Background: an optimization exercise with open tools, aiming at small area. Do not read the settings as production practice. Where RTL was checked, it was by simulation tests only, not by an equivalence proof against the original. The clock input has no modelled driver; a real chip could not lean on it and would need a root buffer or a full tree. No activity file was given, so power comes from the tool's default toggle rates.

Setup of lane 1:
// dianti_top
module dianti_top(
	input		clk,
	input		rst,
	input		kin1,
	input		kin2,
	input		kin3,
	input		kin4,
	input		kin1_up,
	input		kin2_up,
	input		kin2_down,
	input		kin3_up,
	input		kin3_down,
	input		kin4_down,
	output	[7:0]	led,
	output	[3:0]	pos,
	output	[7:0]	seg
	);
	wire [9:0] kin = {kin4_down,kin3_down,kin3_up,kin2_down,kin2_up,kin1_up,kin4,kin3,kin2,kin1};
	reg [9:0] s1, s2;
	always @(posedge clk or posedge rst)
		if (rst) s1 <= 10'd0; else s1 <= kin;
	always @(posedge clk) s2 <= s1;	 
	wire p1 = s1[0]^s2[0], p2 = s1[1]^s2[1], p3 = s1[2]^s2[2], p4 = s1[3]^s2[3];
	wire p1u = s1[4]^s2[4], p2u = s1[5]^s2[5], p2d = s1[6]^s2[6], p3u = s1[7]^s2[7];
	wire p3d = s2[8], p4d = s2[9];
	localparam FL = 2'd0, OP = 2'd3, RD = 2'd1, MV = 2'd2;
	reg [1:0] f, k;
	reg d;
	reg r1, r1u, r2, r2u, r2d, r3, r3u, r3d, r4, r4d;
	wire [3:0] fo = 4'b1 << f;
	wire io = k == OP;
	wire kfl = k == FL;
	wire krd = k == RD;
	wire kmv = k == MV;
	always @(posedge clk)
		if (rst) {r1, r1u, r2, r2u, r2d, r3, r3u, r3d, r4, r4d} <= 10'd0;
		else begin
			r1  <= p1  | (r1  & ~(fo[0] & io));
			r1u <= p1u | (r1u & ~(fo[0] & krd));
			r2  <= p2  | (r2  & ~(fo[1] & io));
			r2u <= p2u | (r2u & ~(fo[1] & krd & d));
			r2d <= p2d | (r2d & ~(fo[1] & krd & ~d));
			r3  <= p3  | (r3  & ~(fo[2] & io));
			r3u <= p3u | (r3u & ~(fo[2] & krd & d));
			r3d <= p3d | (r3d & ~(fo[2] & krd & ~d));
			r4  <= p4  | (r4  & ~(fo[3] & io));
			r4d <= p4d | (r4d & ~(fo[3] & krd));
		end
	wire q1 = r1 | r1u, q2 = r2 | r2u | r2d, q3 = r3 | r3u | r3d, q4 = r4 | r4d;
	wire rf  = fo[0]&r1 | fo[1]&r2 | fo[2]&r3 | fo[3]&r4;
	wire rfu = fo[0]&r1u | fo[1]&r2u | fo[2]&r3u;
	wire rfd = fo[1]&r2d | fo[2]&r3d | fo[3]&r4d;
	wire ab = fo[0]&(q2|q3|q4) | fo[1]&(q3|q4) | fo[2]&q4;
	wire be = fo[1]&q1 | fo[2]&(q1|q2) | fo[3]&(q1|q2|q3);
	wire cu = rf | rfu, cd = rf | rfd;
	wire dop = fo[0] | (~fo[3] & d);
	reg [10:0] cnt;
	always @(posedge clk) cnt <= (io | kmv) ? {cnt[9:0], cnt[10] ^ cnt[1]} : 11'd174;
	wire openDone = &{cnt[10], ~cnt[9], cnt[8], ~cnt[7], ~cnt[5], ~cnt[4], cnt[3], ~cnt[1], cnt[0]};	 
  ...
Size in the first run: roughly 260 cells after synthesis, about 32 I/O pins, ~0.0025 mm² of cells after synthesis.
clock: 6.0 ns
lec_check: 0
cap_margin: 20
core_margin: 2
core_utilization: 40
slew_margin: 20
buffer_ports_args: -buffer_cell sky130_fd_sc_hd__buf_1
standard.sh (not shown) runs the stock make flow with config.mk's settings and CLKGATE_MAP_FILE= SYNTH_SCRIPT=/design/flow/synth_recipe.tcl, a recipe that flattens the netlist after the stock synthesis.
==> flow/flow/run.sh <==
#!/bin/bash
# Layout flow: the standard synthesis, then the combinational logic re-mapped
# for area by ABC (registers untouched), small port buffers, and a single-buffer
# clock tree. Every tool's output goes to a log_*.txt file in this folder.
set -euo pipefail
W=$PWD
R=$W/orfs/results/$FLOW_PLATFORM/dianti_top/base
LIB=$FLOW_HOME/platforms/sky130hd/lib/sky130_fd_sc_hd__tt_025C_1v80.lib
DONT_USE="-dont_use sky130_fd_sc_hd__lpflow_bleeder_1 -dont_use sky130_fd_sc_hd__lpflow_clkbufkapwr_1 -dont_use sky130_fd_sc_hd__lpflow_clkbufkapwr_16 -dont_use sky130_fd_sc_hd__lpflow_clkbufkapwr_2 -dont_use sky130_fd_sc_hd__lpflow_clkbufkapwr_4 -dont_use sky130_fd_sc_hd__lpflow_clkbufkapwr_8 -dont_use sky130_fd_sc_hd__lpflow_clkinvkapwr_1 -dont_use sky130_fd_sc_hd__lpflow_clkinvkapwr_16 -dont_use sky130_fd_sc_hd__lpflow_clkinvkapwr_2 -dont_use sky130_fd_sc_hd__lpflow_clkinvkapwr_4 -dont_use sky130_fd_sc_hd__lpflow_clkinvkapwr_8 -dont_use sky130_fd_sc_hd__lpflow_decapkapwr_12 -dont_use sky130_fd_sc_hd__lpflow_decapkapwr_3 -dont_use sky130_fd_sc_hd__lpflow_decapkapwr_4 -dont_use sky130_fd_sc_hd__lpflow_decapkapwr_6 -dont_use sky130_fd_sc_hd__lpflow_decapkapwr_8 -dont_use sky130_fd_sc_hd__lpflow_inputiso0n_1 -dont_use sky130_fd_sc_hd__lpflow_inputiso0p_1 -dont_use sky130_fd_sc_hd__lpflow_inputiso1n_1 -dont_use sky130_fd_sc_hd__lpflow_inputiso1p_1 -dont_use sky130_fd_sc_hd__lpflow_inputisolatch_1 -dont_use sky130_fd_sc_hd__lpflow_isobufsrc_1 -dont_use sky130_fd_sc_hd__lpflow_isobufsrc_16 -dont_use sky130_fd_sc_hd__lpflow_isobufsrc_2 -dont_use sky130_fd_sc_hd__lpflow_isobufsrc_4 -dont_use sky130_fd_sc_hd__lpflow_isobufsrc_8 -dont_use sky130_fd_sc_hd__lpflow_isobufsrckapwr_16 -dont_use sky130_fd_sc_hd__lpflow_lsbuf_lh_hl_isowell_tap_1 -dont_use sky130_fd_sc_hd__lpflow_lsbuf_lh_hl_isowell_tap_2 -dont_use sky130_fd_sc_hd__lpflow_lsbuf_lh_hl_isowell_tap_4 -dont_use sky130_fd_sc_hd__lpflow_lsbuf_lh_isowell_4 -dont_use sky130_fd_sc_hd__lpflow_lsbuf_lh_isowell_tap_1 -dont_use sky130_fd_sc_hd__lpflow_lsbuf_lh_isowell_tap_2 -dont_use sky130_fd_sc_hd__lpflow_lsbuf_lh_isowell_tap_4 -dont_use sky130_fd_sc_hd__probe_p_8 -dont_use sky130_fd_sc_hd__probec_p_8 "

cat >> config.mk <<'EOC'
export BUFFER_PORTS_ARGS = -buffer_cell sky130_fd_sc_hd__buf_1
EOC
[ -f flow/extra.mk ] && cat flow/extra.mk >> config.mk

bash standard.sh synth > log_synth.txt 2>&1
cp $R/1_2_yosys.v std_netlist.v
# a second starting point for the re-mapping: the same synthesis without half/full-adder
# extraction (it uses half adders as plain AND gates here)
bash standard.sh clean_synth > log_clean_synth.txt 2>&1
if bash standard.sh synth ADDER_MAP_FILE= > log_synth_nofa.txt 2>&1; then
  cp $R/1_2_yosys.v nofa_netlist.v
fi

# re-map the combinational logic with several ABC scripts from each starting point, keep
# the smallest result that is equivalent to the standard netlist (flip-flops paired by name)
best=""; best_area=""
for src in std nofa; do
  [ -f ${src}_netlist.v ] || continue
  python3 flow/gen_cellmap.py $LIB ${src}_netlist.v cellmap_$src.v > log_cellmap_$src.txt 2>&1
  for s in flow/abc_*.script; do
    n=${src}_$(basename $s .script)
    cat > reopt_$n.ys <<EOY
read_liberty -lib $LIB
read_verilog ${src}_netlist.v
hierarchy -top $FLOW_TOP
techmap -map cellmap_$src.v
techmap
opt -fast
abc -script $W/$s -liberty $LIB $DONT_USE -D 6000
opt_clean -purge
hilomap -singleton -hicell sky130_fd_sc_hd__conb_1 HI -locell sky130_fd_sc_hd__conb_1 LO
splitnets
opt_clean -purge
insbuf -buf sky130_fd_sc_hd__buf_4 A X
tee -o stat_$n.txt stat -liberty $LIB
write_verilog -noattr -nohex -nodec net_$n.v
EOY
    if ! timeout 600 yosys -s reopt_$n.ys > log_reopt_$n.txt 2>&1; then continue; fi
    if ! timeout 600 bash flow/eqcheck.sh $LIB $FLOW_TOP std_netlist.v net_$n.v log_equiv_$n.txt; then continue; fi
    # buf_4 cells only join nets for the netlist writer; the floorplan removes them
    a=$(python3 -c "import re; t=open('stat_$n.txt').read(); a=float(re.search(r'Chip area[^:]*:\s*([0-9.]+)', t).group(1)); m=re.search(r'(\d+)\s+[0-9.]+\s+sky130_fd_sc_hd__buf_4\b', t); print(a - (int(m.group(1)) * 7.5072 if m else 0))")
    if [ -z "$best" ] || python3 -c "import sys; sys.exit(0 if $a < $best_area else 1)"; then best=$n; best_area=$a; fi
  done
done
echo "best netlist: $best $best_area" > log_choice.txt
if [ -z "$best" ]; then
  best=std_unchanged
  cp std_netlist.v net_$best.v
fi
cp net_$best.v $R/1_2_yosys.v
rm -f $R/1_synth.odb
bash standard.sh synth > log_synth_odb.txt 2>&1

bash standard.sh place > log_place.txt 2>&1
# clock tree: four clkbuf_8 fed by the clock port, each driving a quarter of the registers
bash standard.sh run RUN_SCRIPT=$W/flow/cts.tcl RUN_LOG_NAME_STEM=4_1_cts_my > log_cts.txt 2>&1
bash standard.sh finish > log_layout.txt 2>&1
Other scripts of this flow, unchanged in this note and not shown: flow/flow/abc_ds2.script, flow/flow/abc_ds3.script, flow/flow/abc_mix1.script, flow/flow/abc_s3.script, flow/flow/abc_s4.script, flow/flow/abc_s9.script, flow/flow/cts.tcl, flow/flow/cutff.py, flow/flow/eqcheck.sh, flow/flow/gen_cellmap.py
What lane 2 does differently from lane 1 at the input level:
diff --git a/flow/design.v b/flow/design.v
--- a/flow/design.v
+++ b/flow/design.v
@@ -89,44 +89,44 @@
 	always @(posedge clk)
 		if (rst) begin f <= 2'd0; k <= FL; end
 		else begin f <= fn_; k <= kn; end
 	always @(posedge clk) d <= dn_;
 	reg [3:0] nib;
 	always @(*)
 		case ({f, k, d})
 			5'd0: nib = 4'd1;
 			5'd1: nib = 4'd1;
-			5'd2: nib = 4'd8;
-			5'd3: nib = 4'd8;
+			5'd2: nib = 4'd12;
+			5'd3: nib = 4'd12;
 			5'd4: nib = 4'd2;
 			5'd5: nib = 4'd2;
 			5'd6: nib = 4'd11;
 			5'd7: nib = 4'd11;
-			5'd8: nib = 4'd4;
-			5'd9: nib = 4'd4;
-			5'd10: nib = 4'd0;
-			5'd11: nib = 4'd13;
+			5'd8: nib = 4'd0;
+			5'd9: nib = 4'd0;
+			5'd10: nib = 4'd4;
+			5'd11: nib = 4'd14;
 			5'd12: nib = 4'd10;
 			5'd13: nib = 4'd6;
 			5'd14: nib = 4'd3;
 			5'd15: nib = 4'd15;
 			5'd16: nib = 4'd9;
 			5'd17: nib = 4'd9;
 			5'd18: nib = 4'd5;
-			5'd19: nib = 4'd14;
+			5'd19: nib = 4'd13;
 			5'd20: nib = 4'd11;
 			5'd21: nib = 4'd1;
 			5'd22: nib = 4'd7;
-			5'd23: nib = 4'd12;
-			5'd24: nib = 4'd8;
-			5'd25: nib = 4'd8;
-			5'd26: nib = 4'd4;
-			5'd27: nib = 4'd4;
+			5'd23: nib = 4'd8;
+			5'd24: nib = 4'd12;
+			5'd25: nib = 4'd12;
+			5'd26: nib = 4'd0;
+			5'd27: nib = 4'd0;
 			5'd28: nib = 4'd15;
 			5'd29: nib = 4'd15;
 			5'd30: nib = 4'd2;
 			5'd31: nib = 4'd2;
 		endcase
 	wire [1:0] fl = (kfl & fc) ? (d ? f - 2'd1 : f + 2'd1) : f;
 	reg la, ledr;
 	reg [1:0] lf;
 	always @(posedge clk)
@@ -143,40 +143,40 @@
 		if (rst) begin j <= 2'b00; run <= 1'b0; end
 		else begin j <= {j[0], ~j[1]}; run <= 1'b1; end
 	wire sel0 = j == 2'b00, sel1 = j == 2'b01, sel2 = j == 2'b11, sel3 = j == 2'b10;
 	assign pos = {sel0 & run, sel3, sel2, sel1};
 	reg mu, md;
 	always @(posedge clk) if (sel0) begin mu <= kmv & d; md <= kmv & ~d; end
 	reg seen;
 	always @(posedge clk)
 		if (rst) seen <= 1'b0; else if (sel2) seen <= seen | io;
-	wire [3:0] dn = ~seen ? 4'd1 : doorOpen ? 4'd14 : 4'd7;
-	wire [3:0] rn = mu ? 4'd10 : md ? 4'd9 : 4'd12;
+	wire [3:0] dn = ~seen ? 4'd1 : doorOpen ? 4'd13 : 4'd7;
+	wire [3:0] rn = mu ? 4'd10 : md ? 4'd9 : 4'd8;
 	reg [3:0] fn;
 	always @(*)
-		case (fl) 2'd0: fn = 4'd11; 2'd1: fn = 4'd8; 2'd2: fn = 4'd2; default: fn = 4'd4; endcase
+		case (fl) 2'd0: fn = 4'd11; 2'd1: fn = 4'd12; 2'd2: fn = 4'd2; default: fn = 4'd0; endcase
 	reg [3:0] dataP;
 	always @(posedge clk or posedge rst)
 		if (rst) dataP <= 4'd1;
 		else dataP <= sel0 ? dn : sel1 ? nib : sel2 ? rn : fn;
 	reg [6:0] sg;
 	always @(*)
 		case (dataP)
-			4'd0: sg = 7'b1111111;
+			4'd0: sg = 7'b1100110;
 			4'd1: sg = 7'b0111111;
 			4'd2: sg = 7'b1001111;
 			4'd3: sg = 7'b0000111;
-			4'd4: sg = 7'b1100110;
+			4'd4: sg = 7'b1111111;
 			4'd5: sg = 7'b0001000;
 			4'd6: sg = 7'b1101111;
 			4'd7: sg = 7'b0111001;
-			4'd8: sg = 7'b1011011;
+			4'd8: sg = 7'b1000000;
 			4'd9: sg = 7'b1011110;
 			4'd10: sg = 7'b0111110;
 			4'd11: sg = 7'b0000110;
-			4'd12: sg = 7'b1000000;
-			4'd13: sg = 7'b1111101;
-			4'd14: sg = 7'b1110011;
+			4'd12: sg = 7'b1011011;
+			4'd13: sg = 7'b1110011;
+			4'd14: sg = 7'b1111101;
 			4'd15: sg = 7'b1101101;
 		endcase
 	assign seg = {1'b0, sg};
 endmodule
Met3 wirelength from detailed routing (lane 2 over lane 1): decrease, 15 µm. [compare] base=lane 1 new=lane 2: sequential cell count held steady, worst-case setup slack after placement saw an increase, clock network fraction of total power ~0 delta. Lane 2 vs. lane 1: sequential share of layout area about even; count of input and output buffers about even. Lane 1 ended up with in -> reg as its type of the setup path with the least slack; lane 2 ended up with reg -> reg. On CTS clock-pin slew for the worst setup and hold paths, lane 1 and lane 2 are neck and neck. Lane 2 vs. lane 1: post-route cell area roughly the same; reported sequential group power ~0 delta; net switching fraction of the power +0.47 points. Higher ratio of routed vias to standard cells was reported by lane 1, not lane 2. Lane 2 vs lane 1 — final setup slack of the worst path dropped 0.015 ns. Diff lane 1 -> lane 2 | fraction of the cycle the final worst path needs | increase of 0.26 points. Post-place instance area essentially unchanged between lane 1 and lane 2.
Only the layout flow was run in lane 1; the RTL was not checked for function there. No run of this note takes its clock network from TritonCTS; it comes from the design's own scripts or RTL.

[port drivers added, routing unchanged]
Ports are ideal in the flow. The routed layouts listed here were re-timed in OpenROAD. Step 1: set_driving_cell puts a clkbuf_16 on clk and a buf_2 on each other input, an assumption about the parent block. Step 2 moves the port delays by t, midway between the first and last clock arrival at a register: inputs arrive t later, outputs are due t later. That takes back most of the time a late clock gives input paths. Three values: ideal ports, drivers, drivers and shift; two values: the first two.
run | t, ns | slack for setup (ns) | hold WS [ns] | worst setup path at the end | latest minus earliest clock arrival (ns)
lane 1 | 0.204 | 3.210 / 3.238 / 3.034 | 0.348 / 0.348 / 0.348 | input to register | 0.011 / 0.012
lane 2 | 0.204 | 3.195 / 3.195 / 3.043 | 0.348 / 0.348 / 0.348 | input to register | 0.009 / 0.009
After both steps every run listed still meets setup and hold. For lane 1, which loses most, drivers alone change the setup slack by +0.028 ns; drivers and shift together by -0.176 ns.
